Source: an optimization exercise on an open RTL-to-GDS flow (aim: small area, a short achievable clock period and few clock cycles). Production flows keep margins and buffers that such runs may drop. In this exercise RTL edits were held to simulation tests only and were not proved equivalent to the original. Power and IR drop assume default switching activity.

== oak ==
Design divider, start of the top module:
module divider (
    input div_clk,
    input resetn,
    input div,
    input div_signed,
    input [31:0] x,
    input [31:0] y,
    output [31:0] s,
    output [31:0] r,
    output complete
);
    wire sx = div_signed & x[31];
    wire sy = div_signed & y[31];
    wire [31:0] xa;
    oppo oppo_x(x, sx, xa);
    wire        qzero;
    wire [4:0]  sh;
    wire        short, one;
    align al(div_signed, x, y, qzero, sh, short, one);
    wire        fast = qzero | one;
    reg [3:0]  cnt;
    wire [4:0]  she   = {cnt & {4{ld}}, 1'b0};
    wire [33:0] ysrc  = {2'b11, y ^ {32{~sy}}};
    wire [33:0] fill  = {34{~sy}} & ~({34{1'b1}} << she);
    wire [33:0] dinit = (ysrc << she) | fill;
    reg [31:0] R;
    reg [33:0] D;
    reg [31:0] Q;
    reg        ld, busy, fin;
    reg        rc, rq, rr;
    wire [35:0] a  = {4'b0, R};
    wire [35:0] b1 = {2'b11, D};
    wire [35:0] b2 = {1'b1, D, rc};
    wire [35:0] cs = a ^ b1 ^ b2;
    wire [35:0] cc = {(a[34:0] & b1[34:0]) | (a[34:0] & b2[34:0]) | (b1[34:0] & b2[34:0]), rc};
    wire [35:0] t1 = padd(a,  b1, rc);
    wire [35:0] t2 = padd(a,  b2, rc);
    wire [35:0] t3 = padd(cs, cc, rc);
    wire ok1 = ~t1[35];
    wire ok2 = ~t2[35];
    wire ok3 = ~t3[35];
  ...
For scale: about 1900 cells after synthesis, roughly 130 I/O pins, about 15000 sq um of cells after synthesis.
Settings: LEC_CHECK=0, CAP_MARGIN=20, CORE_MARGIN=2, CORE_UTILIZATION=55, SLEW_MARGIN=20, SYNTH_HIERARCHICAL=1, SYNTH_MINIMUM_KEEP_SIZE=0; clock period 10.0 ns.
standard.sh (not shown) runs the stock make flow with config.mk's settings and CLKGATE_MAP_FILE= SYNTH_SCRIPT=/design/flow/synth_recipe.tcl, a recipe that flattens the netlist after the stock synthesis.
==> flow/flow/run.sh <==
#!/bin/bash
# The standard layout (standard.sh, so the standard synthesis, floorplan,
# power grid, placement, clock tree and routing), with two changes:
# - the ports are buffered with sky130_fd_sc_hd__buf_1 rather than the delay
#   cell the standard buffer_ports picks on its own;
# - timing repair aims at a 4.5 ns period (setup margin 5.5 ns).
# make's full output goes to flow_make.log here; each ORFS step also writes
# its own log under orfs/logs/.
set -euo pipefail
bash standard.sh "BUFFER_PORTS_ARGS=-buffer_cell sky130_fd_sc_hd__buf_1" \
    SETUP_SLACK_MARGIN=5.5 finish > flow_make.log 2>&1
Testbench counts of oak, summed over its fixed seeds: cycles 159,385.
The inputs of pine differ from those of oak as listed below.
- CORE_UTILIZATION now 40, was 55
==> flow/flow/run.sh <==
#!/bin/bash
# The standard layout (standard.sh, so the standard synthesis, floorplan,
# power grid, placement, clock tree and routing), with two changes:
# - the ports are buffered with sky130_fd_sc_hd__buf_1 rather than the delay
#   cell the standard buffer_ports picks on its own;
# - timing repair aims at a 4 ns period (setup margin 6 ns).
# make's full output goes to flow_make.log here; each ORFS step also writes
# its own log under orfs/logs/.
set -euo pipefail
bash standard.sh "BUFFER_PORTS_ARGS=-buffer_cell sky130_fd_sc_hd__buf_1" \
    SETUP_SLACK_MARGIN=6 finish > flow_make.log 2>&1
==> comparison <==
Looking at the reports, pine completed the entire flow and the layout it produced met the timing, design-rule and antenna checks. Looking at pine and oak, the switching share of power is a wash. Diff oak -> pine | worst setup slack | increase of 0.044 ns. | number of gates given a new drive strength after cts | pine vs oak | 630% higher |. pine vs. oak: total via count in the routed design went up by 293. oak → pine: final cycle utilization of the critical path down 0.44 points, wire length of the first global-routing pass up 6.4 mm, share of power burned in the clock network down 0.5 points, routed wire length up about 12%, area growth from synthesis to layout up 14 points. Relative slew slack: pine > oak. Power: pine draws more than oak.
Changes in birch relative to pine:
==> flow/flow/run.sh <==
#!/bin/bash
# The standard layout (standard.sh, so the standard synthesis, floorplan,
# power grid, placement, clock tree and routing), with two changes:
# - the ports are buffered with sky130_fd_sc_hd__buf_1 rather than the delay
#   cell the standard buffer_ports picks on its own;
# - timing repair aims at a 4.5 ns period (setup margin 5.5 ns).
# make's full output goes to flow_make.log here; each ORFS step also writes
# its own log under orfs/logs/.
set -euo pipefail
bash standard.sh "BUFFER_PORTS_ARGS=-buffer_cell sky130_fd_sc_hd__buf_1" \
    SETUP_SLACK_MARGIN=5.5 finish > flow_make.log 2>&1
Side by side, fmax turned out lower in birch than in pine.
Looking at global-route usage over all layers, birch sits 1.6 points below pine.
Compare pine and birch | relative area change from synthesis to final layout higher: pine
Post-detailed-placement half-perimeter wirelength (lower): birch
birch against pine; leakage power of the design is down by more than 10%.
STATUS worst hold-check slack: birch wins against pine
On post-route total power, the lower figure sits with birch, not pine.
Measured against birch, the final area of pine comes out at 1.12 times the reference value.
Input-level comparison between maple and birch:
==> flow/flow/run.sh <==
#!/bin/bash
# The standard layout (standard.sh, so the standard synthesis, floorplan,
# power grid, placement, clock tree and routing), with two changes:
# - the ports are buffered with sky130_fd_sc_hd__buf_1 rather than the delay
#   cell the standard buffer_ports picks on its own;
# - timing repair aims at a 5 ns period (setup margin 5 ns).
# make's full output goes to flow_make.log here; each ORFS step also writes
# its own log under orfs/logs/.
set -euo pipefail
bash standard.sh "BUFFER_PORTS_ARGS=-buffer_cell sky130_fd_sc_hd__buf_1" \
    SETUP_SLACK_MARGIN=5 finish > flow_make.log 2>&1
On sequential power, birch and maple are basically level.
| number of gates on the worst path with buffers counted | higher: birch |
[maple vs birch] maximum resistive drop on vdd: higher in maple
birch → maple: routed length on met2 shrank by 1.1 mm, worst reg-to-reg setup slack shrank by 0.35 ns, static power due to leakage shrank by about 6%, number of buffer and inverter instances along the worst setup path shrank by 1.
Comparing birch and maple, the lower routed wire length is on maple.
Modified inputs, cedar compared to maple
- a change of CORE_UTILIZATION from 40 to 55
==> flow/flow/run.sh <==
#!/bin/bash
# The standard layout (standard.sh, so the standard synthesis, floorplan,
# power grid, placement, clock tree and routing), with two changes:
# - the ports are buffered with sky130_fd_sc_hd__buf_1 rather than the delay
#   cell the standard buffer_ports picks on its own;
# - timing repair aims at a 4.25 ns period (setup margin 5.75 ns).
# make's full output goes to flow_make.log here; each ORFS step also writes
# its own log under orfs/logs/.
set -euo pipefail
bash standard.sh "BUFFER_PORTS_ARGS=-buffer_cell sky130_fd_sc_hd__buf_1" \
    SETUP_SLACK_MARGIN=5.75 finish > flow_make.log 2>&1
Taking maple as the reference, in cedar sequential power held, count of antenna diodes in the layout moved up, area overhead of the layout relative to synthesis increased by 12 points relative to the old numbers.
Summary: with maple as the reference, wire length of the first global-routing pass in cedar moved up slightly.
Sort cedar and maple by clock share of power asc -> top: cedar
| share of the final layout cell area in multi-input gates | lower: cedar |
Compared with maple, cedar shows number of rows created at floorplan that has gone down by more than 10%.
Every run (cedar and maple) finished clean.
On post-synthesis instance area, cedar and maple are basically level.

========
The RTL this note starts from:
==> flow/design.v <==
module oppo (
    input [31:0] in,
    input        cin,
    output [31:0] in_abs
);
    wire [31:0] lo;    
    pfx_or #(.N(32)) por({in[30:0], 1'b0}, lo);
    assign in_abs = in ^ ({32{cin}} & lo);
endmodule
module pfx_or #(parameter N = 32) (
    input  [N-1:0] v,
    output reg [N-1:0] o
);
    integer l, i;
    always @(*) begin
        o = v;
        for (l = 0; (1 << l) < N; l = l + 1)
            for (i = N - 1; i >= 0; i = i - 1)
                if ((i >> l) & 1)
                    o[i] = o[i] | o[((i >> l) << l) - 1];
    end
endmodule
module lzd_4 (
    input [3:0] in,
    output [1:0] out,
    output       zero
);
    assign zero = ~(|in); 
    assign out[0] = (in[2] | ~in[1]) & ~in[3];
    assign out[1] = ~(in[3] | in[2]);
endmodule
module lzd_16 (
    input [15:0] in,
    output [3:0] out,
    output       zero
);
    wire [3:0] z;
    wire [1:0] out_2 [3:0];
    lzd_4 lzd_4_0(in[15:12], out_2[0], z[0]);
    lzd_4 lzd_4_1(in[11: 8], out_2[1], z[1]);
    lzd_4 lzd_4_2(in[ 7: 4], out_2[2], z[2]);
    lzd_4 lzd_4_3(in[ 3: 0], out_2[3], z[3]);
    assign out[2] = z[0] & (~z[1] | z[2] & ~z[3]);
    assign out[3] = z[0] & z[1] & (~z[2] | ~z[3]);
    assign out[1:0] = {2{~out[3] & ~out[2]}} & out_2[0]
                    | {2{~out[3] &  out[2]}} & out_2[1]
                    | {2{ out[3] & ~out[2]}} & out_2[2]
                    | {2{ out[3] &  out[2]}} & out_2[3];
    assign zero = &z;
endmodule
module lzd_32 (
    input [31:0] in,
    output [4:0] out,
    output       zero
);
    wire [1:0] z;
    wire [3:0] out_3_0 [1:0];
    lzd_16 lzd_16_0(in[31:16], out_3_0[0], z[0]);
    lzd_16 lzd_16_1(in[15: 0], out_3_0[1], z[1]);
    assign out[4] = z[0];
    assign out[3:0] = {4{~z[0]}} & out_3_0[0] |
                      {4{ z[0]}} & out_3_0[1];
    assign zero = z[0] & z[1];
endmodule
module align (
    input        div_signed,
    input [31:0] x,
    input [31:0] y,
    output       qzero,
    output [4:0] sh
);
    wire sx = div_signed & x[31];
    wire sy = div_signed & y[31];
    wire [31:0] lx_in = sx ? {~x[30:0], 1'b1} : x;
    wire [31:0] ly_in = sy ? {~y[31:1], 1'b1} : y;
    wire [4:0] lzx, lzy;
    wire zx, zy;
    lzd_32 lzd_x(lx_in, lzx, zx);
    lzd_32 lzd_y(ly_in, lzy, zy);
    assign qzero = zx | (lzx > lzy);
    assign sh    = lzy - lzx;
endmodule
module divider (
    input div_clk,
    input resetn,
    input div,
    input div_signed,
    input [31:0] x,
    input [31:0] y,
    output [31:0] s,
    output [31:0] r,
    output complete
);
    wire sx = div_signed & x[31];
    wire sy = div_signed & y[31];
    wire [31:0] xa;
    oppo oppo_x(x, sx, xa);
    wire        qzero;
    wire [4:0]  sh;
    align al(div_signed, x, y, qzero, sh);
    reg [3:0]  shr;
    wire [4:0]  she   = {shr, 1'b0};
    wire [33:0] ysrc  = {2'b11, y ^ {32{~sy}}};
    wire [33:0] fill  = {34{~sy}} & ~({34{1'b1}} << she);
    wire [33:0] dinit = (ysrc << she) | fill;
    reg [31:0] R;
    reg [33:0] D;
    reg [31:0] Q;
    reg [3:0]  cnt;
    reg        ld, busy, fin;
    reg        rc, rq, rr;
    wire [35:0] a  = {4'b0, R};
    wire [35:0] b1 = {2'b11, D};
    wire [35:0] b2 = {1'b1, D, rc};
    wire [35:0] cs = a ^ b1 ^ b2;
    wire [35:0] cc = {(a[34:0] & b1[34:0]) | (a[34:0] & b2[34:0]) | (b1[34:0] & b2[34:0]), rc};
    wire [35:0] t1 = padd(a,  b1, rc);
    wire [35:0] t2 = padd(a,  b2, rc);
    wire [35:0] t3 = padd(cs, cc, rc);
    wire ok1 = ~t1[35];
    wire ok2 = ~t2[35];
    wire ok3 = ~t3[35];
    wire [31:0] rn = ok3 ? t3[31:0] : ok2 ? t2[31:0] : ok1 ? t1[31:0] : R;
    always @(posedge div_clk) begin
        if (div) begin
            shr <= sh[4:1];
            rc  <= ~sy;
            rq  <= sx ^ sy;
            rr  <= sx;
        end
        if (div | ld) begin
            R   <= xa;
            D   <= dinit;
            Q   <= 32'b0;
            cnt <= shr;
        end else begin
            R   <= rn;
            D   <= {2'b11, D[33:2]};
            Q   <= {Q[29:0], ok2, ok3 | (ok1 & ~ok2)};
            cnt <= cnt - 1'b1;
        end
    end
    always @(posedge div_clk) begin
        if (~resetn) begin
            ld   <= 1'b0;
            busy <= 1'b0;
            fin  <= 1'b0;
        end else begin
            ld   <= div & ~qzero;
            busy <= ld | (busy & (|cnt));
            fin  <= (div & qzero) | (busy & ~(|cnt));
        end
    end
    oppo oppo_s(Q, rq, s);
    oppo oppo_r(R, rr, r);
    assign complete = fin;
    function [35:0] padd;
        input [35:0] a;
        input [35:0] b;
        input        ci;
        reg   [35:0] hp;
        reg   [36:0] g, p;
        integer l, i;
        begin
            hp = a ^ b;
            g = {a & b, ci};
            p = {hp, 1'b0};
            for (l = 0; l < 6; l = l + 1)
                for (i = 36; i >= 0; i = i - 1)
                    if ((i >> l) & 1) begin
                        g[i] = g[i] | (p[i] & g[((i >> l) << l) - 1]);
                        p[i] = p[i] & p[((i >> l) << l) - 1];
                    end
            padd = hp ^ g[35:0];
        end
    endfunction
endmodule
Settings: LEC_CHECK=0, CAP_MARGIN=20, CORE_MARGIN=2, CORE_UTILIZATION=40, SETUP_SLACK_MARGIN=5, SLEW_MARGIN=20, SYNTH_HIERARCHICAL=1, SYNTH_MINIMUM_KEEP_SIZE=0; clock period 10.0 ns.
run.sh (not shown) runs the stock make flow with config.mk's settings and CLKGATE_MAP_FILE= SYNTH_SCRIPT=/design/flow/synth_recipe.tcl, a recipe that flattens the netlist after the stock synthesis.
Stock flow here: none of the scripts above is used.
Testbench counts at the start, summed over its fixed seeds: cycles 179,558.
Edit:
==> flow/flow/run.sh (new file) <==
#!/bin/bash
# The standard layout (standard.sh, so the standard synthesis, floorplan,
# power grid, placement, clock tree and routing), with two changes:
# - the ports are buffered with sky130_fd_sc_hd__buf_1 rather than the delay
#   cell the standard buffer_ports picks on its own;
# - timing repair aims at a 5 ns period (setup margin 5 ns).
# make's full output goes to flow_make.log here; each ORFS step also writes
# its own log under orfs/logs/.
set -euo pipefail
bash standard.sh "BUFFER_PORTS_ARGS=-buffer_cell sky130_fd_sc_hd__buf_1" \
    SETUP_SLACK_MARGIN=5 finish > flow_make.log 2>&1
==> flow/standard.sh (new file) <==
#!/bin/bash
# synth_recipe.tcl (not shown) runs the flow's synth.tcl, then flattens the netlist and writes it again
# the make line also repeats each setting of config.mk as NAME=value (left out here)
make -C /OpenROAD-flow-scripts/flow DESIGN_CONFIG=/design/flow/config.mk WORK_HOME=/design/flow/orfs CLKGATE_MAP_FILE= SYNTH_SCRIPT=/design/flow/synth_recipe.tcl "${@:-finish}"
--- a/flow/config.mk
+++ b/flow/config.mk
@@ -9,5 +9,4 @@
 export CORE_MARGIN = 2
 export CORE_UTILIZATION = 40
-export SETUP_SLACK_MARGIN = 5
 export SLEW_MARGIN = 20
 export SYNTH_HIERARCHICAL = 1
removed: flow/run.sh
Via count went up by 0.41%.
Setup slack gets better by 0.064 ns.
Power falls by 3.2%.
Critical path depth rose by 3.
Sequential share of layout area came out higher by 0.89 points.
Maximum frequency went up by 1.3%.
Register-to-register slack improves by 0.02 ns.
Cell count is lower by 0.62%.
First-iteration DRC count went up by 0.81%.
Edit:
==> flow/flow/run.sh (replaced) <==
#!/bin/bash
# The standard layout (standard.sh, so the standard synthesis, floorplan,
# power grid, placement, clock tree and routing), with two changes:
# - the ports are buffered with sky130_fd_sc_hd__buf_1 rather than the delay
#   cell the standard buffer_ports picks on its own;
# - timing repair aims at a 4 ns period (setup margin 6 ns).
# make's full output goes to flow_make.log here; each ORFS step also writes
# its own log under orfs/logs/.
set -euo pipefail
bash standard.sh "BUFFER_PORTS_ARGS=-buffer_cell sky130_fd_sc_hd__buf_1" \
    SETUP_SLACK_MARGIN=6 finish > flow_make.log 2>&1
What happened:
- sequential power is lower by 4.3%
- non-clock buffer count is higher by 145
- clock skew stays flat
- total power is higher by 21%
- setup slack improved by 0.31 ns
- first-iteration DRC count is higher by 16%
- count of clock-buffer cells in the layout stays the same
- maximum frequency is higher by 6.8%

========
Another version of the RTL of divider (not shown whole).
Size in the first run: ~130 I/O pins, ~15,000 sq um of cells after synthesis.
Design divider, start of the top module:
module divider (
    input div_clk,
    input resetn,
    input div,
    input div_signed,
    input [31:0] x,
    input [31:0] y,
    output [31:0] s,
    output [31:0] r,
    output complete
);
Settings: LEC_CHECK=0, CAP_MARGIN=20, CORE_MARGIN=2, CORE_UTILIZATION=40, SLEW_MARGIN=20, SYNTH_HIERARCHICAL=1, SYNTH_MINIMUM_KEEP_SIZE=0; clock period 10.0 ns.
standard.sh (not shown) runs the stock make flow with config.mk's settings and CLKGATE_MAP_FILE= SYNTH_SCRIPT=/design/flow/synth_recipe.tcl, a recipe that flattens the netlist after the stock synthesis.
==> flow/flow/run.sh <==
#!/bin/bash
# The standard layout (standard.sh, so the standard synthesis, floorplan,
# power grid, placement, clock tree and routing), with two changes:
# - the ports are buffered with sky130_fd_sc_hd__buf_1 rather than the delay
#   cell the standard buffer_ports picks on its own;
# - timing repair aims at a 4.5 ns period (setup margin 5.5 ns).
# make's full output goes to flow_make.log here; each ORFS step also writes
# its own log under orfs/logs/.
set -euo pipefail
bash standard.sh "BUFFER_PORTS_ARGS=-buffer_cell sky130_fd_sc_hd__buf_1" \
    SETUP_SLACK_MARGIN=5.5 finish > flow_make.log 2>&1
Testbench counts at the start, summed over its fixed seeds: cycles 152,949.
Next try:
- CORE_UTILIZATION: 40 -> 55
What happened: The new run finished with timing, DRC and antenna clean; setup slack gets worse by 0.082 ns; synthesized cell count is unchanged; design area went down slightly; clock-buffer cell count rose by 1.

## separate check: timing with driven ports
In the flow no input, the clock included, has a driving cell. The finished layouts below were timed again as built, in two steps.
Step 1 assumes that a clkbuf_16 drives the clock port and a buf_2 every other input.
Step 2, shift: input delay + t, output delay - t, t = (earliest + latest rising clock arrival at the registers) / 2. This alone moves slack from input paths to output paths.
Three values: no drivers, after step 1, after step 2; two values: the first two.
run | t (ns) | slack for setup (ns) | hold slack, ns | worst slew at a driven data input, ns
oak | 0.417 | 5.521 / 5.471 / 5.164 | 0.465 / 0.465 / 0.465 | 0.07
pine | 0.414 | 5.565 / 5.517 / 5.212 | 0.467 / 0.467 / 0.467 | 0.09
birch | 0.413 | 5.502 / 5.537 / 5.123 | 0.475 / 0.475 / 0.475 | 0.05
maple | 0.420 | 5.121 / 5.150 / 4.730 | 0.470 / 0.470 / 0.470 | 0.06
cedar | 0.415 | 5.524 / 5.473 / 5.103 | 0.462 / 0.462 / 0.462 | 0.08
the first run of note 2 | 0.423 | 5.069 / 5.075 / 4.663 | 0.498 / 0.498 / 0.498 | 0.05
the second run of note 2 | 0.421 | 5.133 / 5.133 / 4.712 | 0.501 / 0.501 / 0.501 | 0.07
the third run of note 2 | 0.419 | 5.444 / 5.389 / 4.972 | 0.491 / 0.491 / 0.491 | 0.18
the first run of note 3 | 0.414 | 5.439 / 5.444 / 5.030 | 0.509 / 0.509 / 0.509 | 0.07
the second run of note 3 | 0.406 | 5.356 / 5.355 / 4.949 | 0.490 / 0.490 / 0.490 | 0.06
After both steps every run listed still meets setup and hold. For the third run of note 2, which loses most, drivers alone change the setup slack by -0.055 ns; drivers and shift together by -0.472 ns.
